This is an optimization exercise on Yosys and OpenROAD, whose aim is small area, not a production implementation.
In this exercise RTL edits were held to simulation tests only and were not proved equivalent to the original.
No activity file was given, so power comes from the tool's default toggle rates.

## w5300_ctrl
module w5300_ctrl
(
   clk,
   reset,
   start,
   init_done,
   s_rx_dv,
   s_rx_data,
   s_rx_addr,
   s_rx_done,
   c_tx_en,
   c_tx_addr,
   c_tx_rd,
   c_tx_data,
   c_tx_error,
   c_tx_done,
   w_rst,
   w_addr,
   w_wdata,
   w_wr,
   w_wr_en,
   w_rd,
   w_rdata,
   w_cs
);
   input          clk;         
   input          reset;       
   input          start;       
   output         init_done;   
   output         s_rx_dv;     
   output [7:0]   s_rx_data;   
   output [13:0]  s_rx_addr;   
   output         s_rx_done;   
   input          c_tx_en;     
   output [13:0]  c_tx_addr;   
   output         c_tx_rd;     
   input  [7:0]   c_tx_data;   
   output         c_tx_error;  
   output         c_tx_done;   
   output         w_rst;       
   output [9:0]   w_addr;      
   output [7:0]   w_wdata;     
   output         w_wr;        
   output         w_wr_en;     
   output         w_rd;        
   input  [7:0]   w_rdata;     
   output         w_cs;        
   localparam [2:0] ST_IIDLE = 3'b000;   
   localparam [2:0] ST_IRST  = 3'b001;   
   localparam [2:0] ST_ISEQ  = 3'b010;   
   localparam [2:0] ST_CLOSE = 3'b100;   
   localparam [2:0] ST_OPEN  = 3'b101;
   localparam [2:0] ST_RECV  = 3'b110;
   localparam [2:0] ST_SEND  = 3'b111;
   reg  [3:0]  tick;
   wire        t_end = tick[3] & tick[0];                  
   wire        t_smp = tick[2] & tick[1] & ~tick[0];       
   wire        t_stb = ~tick[3] & ~(tick[2] & tick[1] & tick[0]);  
   always @(posedge clk) begin
      if (reset | t_end)
         tick <= 4'd0;
      else
         tick <= tick + 4'd1;
   end
   reg  [2:0]  st;
   reg  [15:0] cnt;        
   reg  [15:0] sz;         
   reg  [9:0]  wd;         
   reg  [13:0] rxa;        
   reg  [7:0]  rdat;       
   reg         pls;        
   wire is_iidle = (st == ST_IIDLE);
   wire is_irst  = (st == ST_IRST);
   wire is_iseq  = (st == ST_ISEQ);
   wire is_close = (st == ST_CLOSE);
   wire is_open  = (st == ST_OPEN);
   wire is_recv  = (st == ST_RECV);
  ...
clock: 10.0 ns
lec_check: 0
cap_margin: 20
core_margin: 2
core_utilization: 55
slew_margin: 20
standard.sh (not shown) runs the stock make flow with config.mk's settings and CLKGATE_MAP_FILE= SYNTH_SCRIPT=/design/flow/synth_recipe.tcl, a recipe that flattens the netlist after the stock synthesis.
==> flow/flow/run.sh <==
#!/bin/bash
# Layout flow: the standard synthesis, then the combinational logic between the
# registers re-mapped for area by ABC (registers, their names and cell types untouched;
# four ABC runs with different seeds, the smallest kept), then the standard ORFS layout
# with the smallest buffer (buf_1) on every port and a clock tree of clkbuf_8.
set -euo pipefail
here=$(pwd)
R=$here/orfs/results/sky130hd/w5300_ctrl/base
LIB=$FLOW_HOME/platforms/sky130hd/lib/sky130_fd_sc_hd__tt_025C_1v80.lib
export BUFFER_PORTS_ARGS="-buffer_cell sky130_fd_sc_hd__buf_1"
# clock tree of clkbuf_8 only, without dummy loads
export CTS_ARGS="-sink_clustering_enable -repair_clock_nets -dont_use_dummy_load -buf_list sky130_fd_sc_hd__clkbuf_8 -sink_clustering_size 40 -sink_clustering_max_diameter 200"

bash standard.sh synth > synth.log 2>&1

cp $R/1_2_yosys.v $here/std_synth.v
for n in 1 2 3 4; do
  sed "s/@SEED@/$n/" $here/flow/area.abc > $here/area_$n.abc
  cat > $here/resyn_$n.ys <<EOT
read_liberty -ignore_miss_func -ignore_miss_dir -ignore_miss_data_latch $LIB
blackbox sky130_fd_sc_hd__*df* sky130_fd_sc_hd__*dl* sky130_fd_sc_hd__sdf* sky130_fd_sc_hd__conb_1
read_verilog $here/std_synth.v
hierarchy -top $FLOW_TOP
flatten
read_liberty -lib -overwrite -ignore_miss_dir $LIB
opt -purge
abc -liberty $LIB -dont_use sky130_fd_sc_hd__lpflow_bleeder_1 -dont_use sky130_fd_sc_hd__lpflow_clkbufkapwr_1 -dont_use sky130_fd_sc_hd__lpflow_clkbufkapwr_16 -dont_use sky130_fd_sc_hd__lpflow_clkbufkapwr_2 -dont_use sky130_fd_sc_hd__lpflow_clkbufkapwr_4 -dont_use sky130_fd_sc_hd__lpflow_clkbufkapwr_8 -dont_use sky130_fd_sc_hd__lpflow_clkinvkapwr_1 -dont_use sky130_fd_sc_hd__lpflow_clkinvkapwr_16 -dont_use sky130_fd_sc_hd__lpflow_clkinvkapwr_2 -dont_use sky130_fd_sc_hd__lpflow_clkinvkapwr_4 -dont_use sky130_fd_sc_hd__lpflow_clkinvkapwr_8 -dont_use sky130_fd_sc_hd__lpflow_decapkapwr_12 -dont_use sky130_fd_sc_hd__lpflow_decapkapwr_3 -dont_use sky130_fd_sc_hd__lpflow_decapkapwr_4 -dont_use sky130_fd_sc_hd__lpflow_decapkapwr_6 -dont_use sky130_fd_sc_hd__lpflow_decapkapwr_8 -dont_use sky130_fd_sc_hd__lpflow_inputiso0n_1 -dont_use sky130_fd_sc_hd__lpflow_inputiso0p_1 -dont_use sky130_fd_sc_hd__lpflow_inputiso1n_1 -dont_use sky130_fd_sc_hd__lpflow_inputiso1p_1 -dont_use sky130_fd_sc_hd__lpflow_inputisolatch_1 -dont_use sky130_fd_sc_hd__lpflow_isobufsrc_1 -dont_use sky130_fd_sc_hd__lpflow_isobufsrc_16 -dont_use sky130_fd_sc_hd__lpflow_isobufsrc_2 -dont_use sky130_fd_sc_hd__lpflow_isobufsrc_4 -dont_use sky130_fd_sc_hd__lpflow_isobufsrc_8 -dont_use sky130_fd_sc_hd__lpflow_isobufsrckapwr_16 -dont_use sky130_fd_sc_hd__lpflow_lsbuf_lh_hl_isowell_tap_1 -dont_use sky130_fd_sc_hd__lpflow_lsbuf_lh_hl_isowell_tap_2 -dont_use sky130_fd_sc_hd__lpflow_lsbuf_lh_hl_isowell_tap_4 -dont_use sky130_fd_sc_hd__lpflow_lsbuf_lh_isowell_4 -dont_use sky130_fd_sc_hd__lpflow_lsbuf_lh_isowell_tap_1 -dont_use sky130_fd_sc_hd__lpflow_lsbuf_lh_isowell_tap_2 -dont_use sky130_fd_sc_hd__lpflow_lsbuf_lh_isowell_tap_4 -dont_use sky130_fd_sc_hd__probe_p_8 -dont_use sky130_fd_sc_hd__probec_p_8  -script $here/area_$n.abc
opt_clean -purge
hilomap -singleton -hicell sky130_fd_sc_hd__conb_1 HI -locell sky130_fd_sc_hd__conb_1 LO
splitnets
opt_clean -purge
select -set ports i:* o:*
rename -hide w:* @ports %d
tee -o $here/area_$n.txt stat -liberty $LIB
check -assert -mapped
write_verilog -noattr -nohex -nodec $here/cand_$n.v
EOT
  yosys -s $here/resyn_$n.ys > resyn_$n.log 2>&1 &
done
wait
best=""; bestarea=""
for n in 1 2 3 4; do
  if [[ -f $here/cand_$n.v ]]; then
    a=$(awk '/Chip area/ {print $NF}' $here/area_$n.txt)
    echo "seed $n: $a" >> resyn_pick.log
    if [[ -z "$best" ]] || awk -v a="$a" -v b="$bestarea" 'BEGIN{exit !(a<b)}'; then best=$n; bestarea=$a; fi
  fi
done
echo "kept seed $best ($bestarea)" >> resyn_pick.log
cp $here/cand_$best.v $R/1_2_yosys.v

bash standard.sh finish > finish.log 2>&1
Other scripts of this flow, unchanged in this note and not shown: flow/flow/area.abc
Edit:
--- a/flow/flow/run.sh
+++ b/flow/flow/run.sh
@@ -3,5 +3,5 @@
 # registers re-mapped for area by ABC (registers, their names and cell types untouched;
 # four ABC runs with different seeds, the smallest kept), then the standard ORFS layout
-# with the smallest buffer (buf_1) on every port and a clock tree of clkbuf_8.
+# with the smallest buffer (buf_1) on every port.
 set -euo pipefail
 here=$(pwd)
@@ -9,6 +9,4 @@
 LIB=$FLOW_HOME/platforms/sky130hd/lib/sky130_fd_sc_hd__tt_025C_1v80.lib
 export BUFFER_PORTS_ARGS="-buffer_cell sky130_fd_sc_hd__buf_1"
-# clock tree of clkbuf_8 only, without dummy loads
-export CTS_ARGS="-sink_clustering_enable -repair_clock_nets -dont_use_dummy_load -buf_list sky130_fd_sc_hd__clkbuf_8 -sink_clustering_size 40 -sink_clustering_max_diameter 200"
 
 bash standard.sh synth > synth.log 2>&1
- CORE_UTILIZATION: 55 -> 40
- CTS_BUF_LIST: default -> sky130_fd_sc_hd__clkbuf_8
- CTS_CLUSTER_DIAMETER: default -> 200
- CTS_CLUSTER_SIZE: default -> 40
What happened: Sequential share of layout area is lower by 0.90 points; wire length climbs by a few percent; clock power is higher by well over a third; setup slack gets better by 0.086 ns; register-to-register slack improves by 0.10 ns; final area grows by a few percent; final cell count rises by a few percent; non-clock buffer count rises by 2; die area rose by a quarter to a third; critical path depth stays the same.

port drivers added, routing unchanged:
The results above use ideal ports. As a check the final layouts listed here were re-extracted and re-timed, cells and wires unchanged. Step 1 assumes that a clkbuf_16 drives the clock port and a buf_2 every other input. Step 2 times the ports against the registers' clock, not the clock port: input delays grow and output delays shrink by t, the midpoint of the rising clock arrivals with the driver on. Three values: no drivers, after step 1, after step 2; two values: the first two.
| run | t (ns) | setup WS [ns] | worst register clock-pin slew, ns |
|---|---|---|---|
| the first run | 0.377 | 2.180 / 2.146 / 2.523 | 0.08 / 0.08 |
| the second run | 0.404 | 2.267 / 2.230 / 2.635 | 0.09 / 0.09 |
After both steps setup and hold are still met in every run listed.
